Context: an optimization exercise on an open-source flow, tuned for a short achievable clock period, few clock cycles per item and low power. The choices shown serve that exercise and are no tape-out recipe. No run shown here included a check of the RTL's function; only the layout flow was run.

## flow/design.v (module list and top-level ports; edited modules follow where they fit)
// module PID_controller: 1503 lines
// module pid_fa: 4 lines
// module pid_ha: 4 lines
module PID_controller #(
    parameter W = 16,
    parameter signed MAX_VAL = 32767,
    parameter signed MIN_VAL = -32768
)(
    input logic clk,
    input logic reset_n,
    input  logic signed [W-1:0] s_axi_tdata,
    input  logic s_axi_tvalid,
    output logic s_axi_tready,
    input  logic signed [W-1:0] Kp, Ki, Kd,
    input  logic signed [W-1:0] setpoint,
    output logic [W-1:0] m_axi_tdata,
    output logic m_axi_tvalid,
    input  logic m_axi_tready
);
  // ...
==> flow/run.sh <==
#!/bin/bash
# synth_recipe.tcl (not shown) runs the flow's synth.tcl, then flattens the netlist and writes it again
# the make line also repeats each setting of config.mk as NAME=value (left out here)
make -C /OpenROAD-flow-scripts/flow DESIGN_CONFIG=/design/flow/config.mk WORK_HOME=/design/flow/orfs CLKGATE_MAP_FILE= SYNTH_SCRIPT=/design/flow/synth_recipe.tcl finish
==> flow/config.mk <==
export PLATFORM = sky130hd
export DESIGN_NAME = PID_controller
export DESIGN_NICKNAME = PID_controller
export VERILOG_FILES = /design/flow/design.v
export SDC_FILE = /design/flow/constraint.sdc
export NUM_CORES = 4
export LEC_CHECK = 0
export ABC_CLOCK_PERIOD_IN_PS = 3000
export CAP_MARGIN = 20
export CORE_MARGIN = 2
export CORE_UTILIZATION = 40
export CTS_BUF_LIST = sky130_fd_sc_hd__clkbuf_4 sky130_fd_sc_hd__clkbuf_8
export SETUP_SLACK_MARGIN = 4.5
export SLEW_MARGIN = 20
export SYNTH_HIERARCHICAL = 1
export SYNTH_MINIMUM_KEEP_SIZE = 0
==> flow/constraint.sdc <==
create_clock -name core_clock -period 7.5 [get_ports {clk}]
set_input_delay 1.5000 -clock core_clock [delete_from_list [all_inputs] [get_ports {clk}]]
set_output_delay 1.5000 -clock core_clock [all_outputs]
set_load 0.01 [all_outputs]
==> results.txt, run 1 <==
FF/Latch Area = 12780 um^2
Std-Cell Rows = 114
Total Die Area = 99530 um^2
CP bufs+invs = 0
End of the critical path = pd[32]
Iter 0 DRT Violations = 2550
Crit-path max FO = 4
Worst min path class = flip-flop to flip-flop
Vias/cell = 5.557
Final #Nets = 4562
Final instance area = 50670 um^2
Worst-Skew Late Latency = 730 ps
Fraction of area in multi-input gates = 0.5525
Hold Fails Final Rpt = 0
Status = finished clean
RSZ-0062 raised after global routing = yes
Placed Cells = 4669
Top cell category = multi-input combinational cells
Final Util = 0.5256
FF+latch count = 457
Family with the most delay on the worst path = compound AO/OA/AOI/OAI gates
XOR/XNOR Fraction of Synth Area = 0.1324
Most common cell in the netlist = xnor2_1
Initial antenna violation count = 4
Compound-Gate Fraction of Synth Area = 0.1506
Fin crit share = 0.5128
==> run 2, diff against run 1 <==
--- a/flow/design.v
+++ b/flow/design.v
@@ -10,35 +10,35 @@
     input  logic s_axi_tvalid,
     output logic s_axi_tready,
     input  logic signed [W-1:0] Kp, Ki, Kd,
     input  logic signed [W-1:0] setpoint,
     output logic [W-1:0] m_axi_tdata,
     output logic m_axi_tvalid,
     input  logic m_axi_tready
 );
-  logic vA, vB, vC, vo, vs;
+  logic vA, vB, vC, vo, vs, rdy;
   logic [15:0] skid;
   wire adv = ~vs;
   wire take = s_axi_tvalid & adv;
-  assign s_axi_tready = adv;
+  assign s_axi_tready = rdy;       
   logic [16:0] e1, e0, df;
   logic [7:0] kp_neg, kp_one, kp_two, ki_neg, ki_one, ki_two, kd_neg, kd_one, kd_two;
+  wire [16:0] e_new = {setpoint[15], setpoint} - {s_axi_tdata[15], s_axi_tdata};
   function automatic [23:0] booth_enc(input logic [15:0] k);
     logic [16:0] kk;
     logic [7:0] ng, on, tw;
     kk = {k, 1'b0};
     for (int j = 0; j < 8; j++) begin
       ng[j] = kk[2*j+2];
       on[j] = kk[2*j+1] ^ kk[2*j];
       tw[j] = (kk[2*j+2] & ~kk[2*j+1] & ~kk[2*j]) | (~kk[2*j+2] & kk[2*j+1] & kk[2*j]);
     end
     booth_enc = {ng, on, tw};
   endfunction
-  wire [16:0] e_new = {setpoint[15], setpoint} - {s_axi_tdata[15], s_axi_tdata};
   always_ff @(posedge clk or negedge reset_n) begin
     if (!reset_n) begin
       e1 <= '0;
       e0 <= '0;
       vA <= 1'b0;
     end else begin
       if (adv) vA <= take;
       if (take) begin
@@ -1303,17 +1303,17 @@
       iS <= iS_d; iC <= iC_d;
       dS <= dS_d; dC <= dC_d;
     end
   end
   always_ff @(posedge clk or negedge reset_n) begin
     if (!reset_n) vB <= 1'b0;
     else if (adv) vB <= vA;
   end
-  logic [33:0] pdx, pdy, pd, ib;
+  logic [33:0] pdx_d, pdy_d, pd, ib;
   wire hs100001, hc100002;
   pid_ha u_hs100001 (.a(pS[0]), .b(pC[0]), .s(hs100001), .co(hc100002));
   wire hs100003, hc100004;
   pid_ha u_hs100003 (.a(pS[2]), .b(pC[2]), .s(hs100003), .co(hc100004));
   wire fs100005, fc100006;
   pid_fa u_fs100005 (.a(pS[3]), .b(pC[3]), .c(dS[3]), .s(fs100005), .co(fc100006));
   wire fs100007, fc100008;
   pid_fa u_fs100007 (.a(pS[4]), .b(pC[4]), .c(dS[4]), .s(fs100007), .co(fc100008));
@@ -1436,64 +1436,71 @@
   wire fs100125, fc100126;
   pid_fa u_fs100125 (.a(fc100058), .b(fs100059), .c(dC[30]), .s(fs100125), .co(fc100126));
   wire fs100127, fc100128;
   pid_fa u_fs100127 (.a(fc100060), .b(fs100061), .c(dC[31]), .s(fs100127), .co(fc100128));
   wire fs100129, fc100130;
   pid_fa u_fs100129 (.a(fc100062), .b(fs100063), .c(dC[32]), .s(fs100129), .co(fc100130));
   wire fs100131, fc100132;
   pid_fa u_fs100131 (.a(fc100064), .b(pS[33]), .c(dS[33]), .s(fs100131), .co(fc100132));
-  assign pdx = {fc100130, fc100128, fc100126, fc100124, fc100122, fc100120, fc100118, fc100116, fc100114, fc100112, fc100110, fc100108, fc100106, fc100104, fc100102, fc100100, fc100098, fc100096, fc100094, fc100092, fc100090, fc100088, fc100086, fc100084, fc100082, fc100080, fc100078, fc100076, fc100074, fc100072, fc100070, fc100068, hc100066, hs100065};
-  assign pdy = {fs100131, fs100129, fs100127, fs100125, fs100123, fs100121, fs100119, fs100117, fs100115, fs100113, fs100111, fs100109, fs100107, fs100105, fs100103, fs100101, fs100099, fs100097, fs100095, fs100093, fs100091, fs100089, fs100087, fs100085, fs100083, fs100081, fs100079, fs100077, fs100075, fs100073, fs100071, fs100069, fs100067, dC[0]};
+  assign pdx_d = {fc100130, fc100128, fc100126, fc100124, fc100122, fc100120, fc100118, fc100116, fc100114, fc100112, fc100110, fc100108, fc100106, fc100104, fc100102, fc100100, fc100098, fc100096, fc100094, fc100092, fc100090, fc100088, fc100086, fc100084, fc100082, fc100080, fc100078, fc100076, fc100074, fc100072, fc100070, fc100068, hc100066, hs100065};
+  assign pdy_d = {fs100131, fs100129, fs100127, fs100125, fs100123, fs100121, fs100119, fs100117, fs100115, fs100113, fs100111, fs100109, fs100107, fs100105, fs100103, fs100101, fs100099, fs100097, fs100095, fs100093, fs100091, fs100089, fs100087, fs100085, fs100083, fs100081, fs100079, fs100077, fs100075, fs100073, fs100071, fs100069, fs100067, dC[0]};
   always_ff @(posedge clk) begin
     if (adv) begin
-      pd <= pdx + pdy;
+      pd <= pdx_d + pdy_d;
       ib <= iS + iC;
     end
   end
   always_ff @(posedge clk or negedge reset_n) begin
     if (!reset_n) vC <= 1'b0;
     else if (adv) vC <= vB;
   end
-  logic [33:0] accq;
-  wire [33:0] acc = accq ^ 34'h7fff;
-  wire [33:0] ux = acc;
+  logic [33:0] acc;
+  wire [33:0] ux = acc;      
   wire [33:0] uy = pd;
   wire [16:0] lo_sum = {1'b0, ux[15:0]} + {1'b0, uy[15:0]};
-  wire c16 = lo_sum[16];
-  wire [33:16] hx = ux[33:16] ^ uy[33:16];
-  wire [33:16] ho = ux[33:16] | uy[33:16];
-  wire zhi = (&(hx[33:17] ~^ ho[32:16])) & (hx[16] ~^ c16);       
-  wire [15:0] lx = ux[15:0] ^ uy[15:0];
-  wire [15:0] la = ux[15:0] & uy[15:0];
-  wire ones = &((~lx[15:1]) ~^ la[14:0]);                            
-  wire not_sat = zhi & ~ones;
-  wire [15:0] s_lo = ux[15:0] + uy[15:0] + 16'h8001;                
-  wire [33:0] s_full = ux + uy + 34'h3FFFF8001;                     
-  wire s_neg = s_full[33];
-  wire [15:0] out_new = not_sat ? s_lo : (s_neg ? 16'h8000 : 16'h7fff);
+  wire [15:0] s_lo = lo_sum[15:0];                                    
+  wire [15:0] lo15 = {1'b0, ux[14:0]} + {1'b0, uy[14:0]};
+  wire c15 = lo15[15];                                                
+  wire [33:0] hx = ux ^ uy;
+  wire [33:0] ho = ux | uy;
+  wire [33:0] ha = ux & uy;
+  wire hi_zero_r = &(hx[33:16] ~^ ho[32:15]);        
+  wire hi_ones_r = &(hx[33:16] ^ ha[32:15]);         
+  wire z0 = hi_zero_r & ~hx[15], z1 = hi_zero_r & hx[15];             
+  wire o0 = hi_ones_r & hx[15],  o1 = hi_ones_r & ~hx[15];            
+  wire s_lo_zero = ~hx[0] & (&(hx[14:1] ~^ ho[13:0]));                
+  wire s_lo_ones = hx[0] & (&(hx[14:1] ^ ha[13:0]));                  
+  wire ns0 = (z0 & ~s_lo_ones) | (o0 & ~s_lo_zero);
+  wire ns1 = (z1 & ~s_lo_ones) | (o1 & ~s_lo_zero);
+  wire not_sat = c15 ? ns1 : ns0;
+  wire in_range = c15 ? (z1 | o1) : (z0 | o0);
+  wire [18:0] hi_sum = {1'b0, ux[32:15]} + {1'b0, uy[32:15]};
+  wire c33 = hi_sum[18] | ((&hx[32:15]) & c15);
+  wire s_neg = hx[33] ^ c33;
+  wire [15:0] out_new = in_range ? s_lo : (s_neg ? 16'h8000 : 16'h7fff);
   wire [33:0] acc_inc = acc + ib;
   wire fire = adv & vC;
   always_ff @(posedge clk or negedge reset_n) begin
-    if (!reset_n) accq <= '0;
-    else if (fire & not_sat) accq <= acc_inc ^ 34'h7fff;
+    if (!reset_n) acc <= '0;
+    else if (fire & not_sat) acc <= acc_inc;
   end
   wire pop = vo & m_axi_tready;
+  wire vs_next = vo & ~pop & (vs | fire);
   always_ff @(posedge clk or negedge reset_n) begin
     if (!reset_n) begin
       vo <= 1'b0;
       vs <= 1'b0;
+      rdy <= 1'b1;
     end else begin
-      if (vs) begin
-        if (pop) vs <= 1'b0;
-      end else if (fire) begin
-        if (!pop && vo) vs <= 1'b1;
-        vo <= 1'b1;
-      end else if (pop) begin
-        vo <= 1'b0;
+      vs <= vs_next;
+      rdy <= ~vs_next;
+      if (!vs) begin
+        if (fire) vo <= 1'b1;
+        else if (pop) vo <= 1'b0;
       end
     end
   end
   always_ff @(posedge clk) begin
     if (vs) begin
       if (pop) m_axi_tdata <= skid;
     end else if (fire) begin
       if (!vo || pop) m_axi_tdata <= out_new;
==> flow/config.mk (replaced) <==
export PLATFORM = sky130hd
export DESIGN_NAME = PID_controller
export DESIGN_NICKNAME = PID_controller
export VERILOG_FILES = /design/flow/design.v
export SDC_FILE = /design/flow/constraint.sdc
export NUM_CORES = 4
export LEC_CHECK = 0
export CAP_MARGIN = 20
export CORE_MARGIN = 2
export CORE_UTILIZATION = 55
export CTS_CLUSTER_DIAMETER = 70
export CTS_CLUSTER_SIZE = 25
export PLACE_DENSITY = 0.75
export SETUP_SLACK_MARGIN = 4.0
export SLEW_MARGIN = 20
export SYNTH_HIERARCHICAL = 1
export SYNTH_MINIMUM_KEEP_SIZE = 0
==> run 2 against run 1 <==
Effect of this change:
- count of clock-buffer cells in the layout fell by 71
- synthesized area rose by 2.7%
- worst setup slack barely moved
- maximum frequency barely moved
- hold slack improved by 9.4 ps
- die area fell by 25%
- flip-flop and latch count rose by 1
- routed wire length fell by 13%
- clock skew fell by 1.5 ps
==> results.txt, run 2 <==
Status = finished clean (unchanged)
Most common cell after layout, fill and taps aside = xnor2_1 (unchanged)
Cell taking the most area after synthesis = edfxtp_1 (unchanged)
Number of I/O port buffers = 101 (unchanged)
Setup violators final = 0 (unchanged)
Slew Viols, Final = 0 (unchanged)
Fmax = 260.0 MHz (about the same)
Layout area overhead = 11.53% (was 30.57%)
Largest net degree at the start of global routing = 79 (was 76)
Core Region = 71610 um^2 (was 96420 um^2)
CTS sink count = 458 (was 457)
Biggest regs = acc (34), ib (34), pd (34) (was accq (34), ib (34), pd (34))
Final #Nets = 4382 (was 4562)
Fin crit share = 0.5128 (about the same)
Iter 0 DRT Violations = 3053 (was 2550)
Post-Syn Area per Cell = 11.04 um^2 (was 11.17 um^2)
First-pass GRT wire length = 157.5 mm (was 175.1 mm)
Post-DP HPWL = 68.80 mm (was 71.81 mm)
Avg WL per Cell = 21.74 um (was 22.36 um)
Critical Path End Type = flip-flop (unchanged)
Post-synth top cells = xnor2_1 (537), fa_1 (399), a22oi_1 (384) (was xnor2_1 (507), fa_1 (385), a22oi_1 (384))
I/O Pins = 102 (unchanged)
Clock skew = 42.43 ps (was 43.89 ps)
Critical path startpoint = pC[12] (was pS[13])
WS Path Type = flip-flop to flip-flop (unchanged)
Post-synth EDFFs = 312 (unchanged)
Cell with the largest stage delay on the worst path = fa_1 (was fa_2)
Synth warn = 7 (unchanged)
GPL Wtd Cong = 0.8979 (was 0.9106)
Share of cells above drive strength 1 = 0.1069 (was 0.3410)
Std-Cell Rows = 98 (was 114)
DR DRC count = 0 (unchanged)
Clock-pin slew on the worst setup and hold paths = 100 ps (was 60 ps)
Reg2reg start = pC[12] (was pS[13])
FF/Latch Area = 12810 um^2 (was 12780 um^2)
Wirelength, routed = 100.2 mm (was 115.6 mm)
1st-pass router iterations = 10 (was 6)
Worst min path class = flip-flop to flip-flop (unchanged)
Most frequent cells in the layout = xnor2_1 (534), fa_1 (394), a22oi_1 (382) (was xnor2_1 (429), edfxtp_1 (312), buf_4 (237))
Die H = 273.3 um (was 315.5 um)
Cell count after synthesis = 3612 (was 3475)
Total GRT Usage = 0.2655 (was 0.2292)
Crit-path cells = fa_1, fa_1, ha_4, o21ai_4, a211o_1, nor2_2, a211oi_2, o31ai_4, buf_6, nand2_4, a31o_4, o31ai_4, nand2_1, buf_4, xnor2_1 (was fa_2, fa_1, ha_4, and3_4, a31oi_1, o21ai_1, a221o_1, a32o_2, o211ai_2, a21oi_2, a211o_1, a21oi_2, xnor2_1)
Multi-input gate area = 26160 um^2 (was 28000 um^2)
Reg2reg setup slack = 3650 ps (about the same)
Vias/cell = 6.149 (was 5.557)
Vias post-DR = 28329 (was 28729)
Most common cell in the netlist = xnor2_1 (unchanged)
Min Tclk post-route = 3846 ps (about the same)
Number of max-cap violations = 0 (unchanged)
Synthesized area = 39880 um^2 (was 38810 um^2)
Starting Density = 0.5569 (was 0.4025)
Part of the Yosys area used for sequential elements = 0.3176 (was 0.3256)
TNS Setup = 0 ps (unchanged)
Library cells used by synthesis = 87 (was 76)
Chip width = 273.3 um (was 315.5 um)
Fillers = 5632 (was 8291)
Measured slew at the worst slew-check pin = 1010 ps (was 985.4 ps)
Ys async rst share = 0.1616 (was 0.1597)
Worst-Skew Late Latency = 600 ps (was 730 ps)
Crit-path max FO = 6 (was 4)
Antenna fix cells = 0 (was 3)
Vias in the first global route = 28633 (was 29184)
Cts hold-fix bufs = 0 (unchanged)
H-tree depth = 2 (was 3)
Initial antenna violation count = 1 (was 4)
CP Data Arrival Time = 4190 ps (was 4300 ps)
RSZ-0062 raised after global routing = yes (unchanged)
Seq cells post-synth = 458 (was 457)
Total grt overflow = 0 (unchanged)
Antenna Nets Post-Route = 0 (unchanged)
Root Buffer = clkbuf_16 (was clkbuf_8)
Cell types occupying the most area after synthesis = edfxtp_1 (23%), fa_1 (20%), xnor2_1 (12%), ha_1 (8.4%), a22oi_1 (7.2%) (was edfxtp_1 (24%), fa_1 (20%), xnor2_1 (11%), ha_1 (8.7%), a22oi_1 (7.4%))
Critical Path Start Type = flip-flop (unchanged)
Total Die Area = 74670 um^2 (was 99530 um^2)
Post-synth top area share = 0.2350 (was 0.2414)
Clock Tree Buf Depth = 3 (unchanged)
Total CTS buffers = 34 (was 84)
Post-synth top flop = edfxtp_1 (unchanged)
Max-slew headroom = 0.3267 (was 0.3431)
Worst path max stage delay = 590 ps (was 600 ps)
CTS tree = done (unchanged)
CP required = 7840 ps (was 7960 ps)
Hold Fails Final Rpt = 0 (unchanged)
Worst hold path startpoint = e0[6] (was e0[10])
run 2: cell types whose count changed in the layout (fill, tap and decap cells not counted), sizes merged, moves of 15 or more:
cell | before | now
clkbuf | 111 | 37
a21o | 69 | 45
xnor2 | 507 | 537
a21oi | 121 | 96
nor2 | 90 | 105
clkinv | 33 | 11
buf | 404 | 133
clkdlybuf4s50 | 72 | 96
nand2 | 143 | 210
run 2: timing repair:
item	in CTS	in global routing
gates cloned	0	2
buffers inserted	47	50
setup endpoints to repair	129	135
resized for setup	102	124
pin swaps	52	62
run 2: cell families after synthesis:
kind of cell    Yosys count  share of synthesized area
simple gates            552                    0.06727
mux                      19                   0.005271
flops                   458                     0.3176
fa+ha+maj               667                     0.2844
xor+xnor                607                     0.1335
buf+inv                 458                    0.04355
other cells               1                 0.00009404
compound gates          850                     0.1483
run 2: Yosys stat by module, one instance, submodules excluded:
| module | area (um^2) | cells | flops+latches | copies in the design |
|---|---|---|---|---|
| pid_fa | 20.02 | 1 | 0 | 372 |
| pid_ha | 12.51 | 1 | 0 | 72 |
| PID_controller | 31530 | 3168 | 458 | 1 |
run 2: final cells by class:
cell class,count,area share
repair inverters,1,0.0001125
clock inverters,26,0.007934
clock buffers,36,0.01930
well taps,950,0.02673
repair buffers,234,0.05410
inverters,181,0.01564
flip-flops and latches,458,0.2880
multi-input cells,2721,0.5882
run 2: worst max-delay path, delay by kind of cell (launching register included):
family / cells / cell delay, ps
simple gates: 3 / 310
xor+xnor: 1 / 110
flops: 1 / 430
buf+inv: 2 / 320
fa+ha+maj: 3 / 1400
compound gates: 6 / 1050
run 2: worst paths after layout:
path,endpoint,depth (start not counted)
max,pd[29],15
min,e0[6],2
max reg2reg,pd[29],15
min reg2reg,e0[6],2
max in group asynchronous,e1[8],2
min in group asynchronous,acc[7],1
run 2: through the flow:
step	worst slack (ps)	hold WS [ps]	cells	cell area (um^2)	utilization
after floorplan	3848	406.4	3637	40050	-
after global placement	3297	463.1	4446	41440	0.5787
after detailed placement	3307	474.6	4446	41440	0.5787
after CTS	3679	494.0	4555	43480	0.6071
after global routing	3563	521.5	4607	44470	0.6211
final	3654	498.5	4607	44470	0.6211
run 2: routing by layer:
metal,track usage,vias up,part of all wire
met2,0.4237,1391,0.47
met4,0.09074,0,0.036
met5,0,-,0
met3,0.05202,215,0.089
met1,0.3638,14058,0.41
li1,-,12665,-

## separate check: timing with driven ports
How much do the figures lean on ideal ports? The routed layouts below were timed once more, with nothing changed but the port constraints. Step 1 (the two cells are an assumption about what drives the block):
set clk [get_ports {clk}]
set_driving_cell -lib_cell sky130_fd_sc_hd__clkbuf_16 $clk
set_driving_cell -lib_cell sky130_fd_sc_hd__buf_2 [delete_from_list [all_inputs] $clk]
Step 2 moves the port delays by t, midway between the first and last clock arrival at a register: inputs arrive t later, outputs are due t later. That takes back most of the time a late clock gives input paths. a / b / c = no drivers / after step 1 / after step 2; a / b = the first two.
run	t, ns	setup slack, ns	worst setup path after step 2
run 1	0.780	3.654 / 3.654 / 3.420	input to register
run 2	0.640	3.654 / 3.654 / 3.511	input to register
After both steps setup and hold are still met in every run listed. For run 1, which loses most, drivers alone change the setup slack by 0.000 ns; drivers and shift together by -0.234 ns.
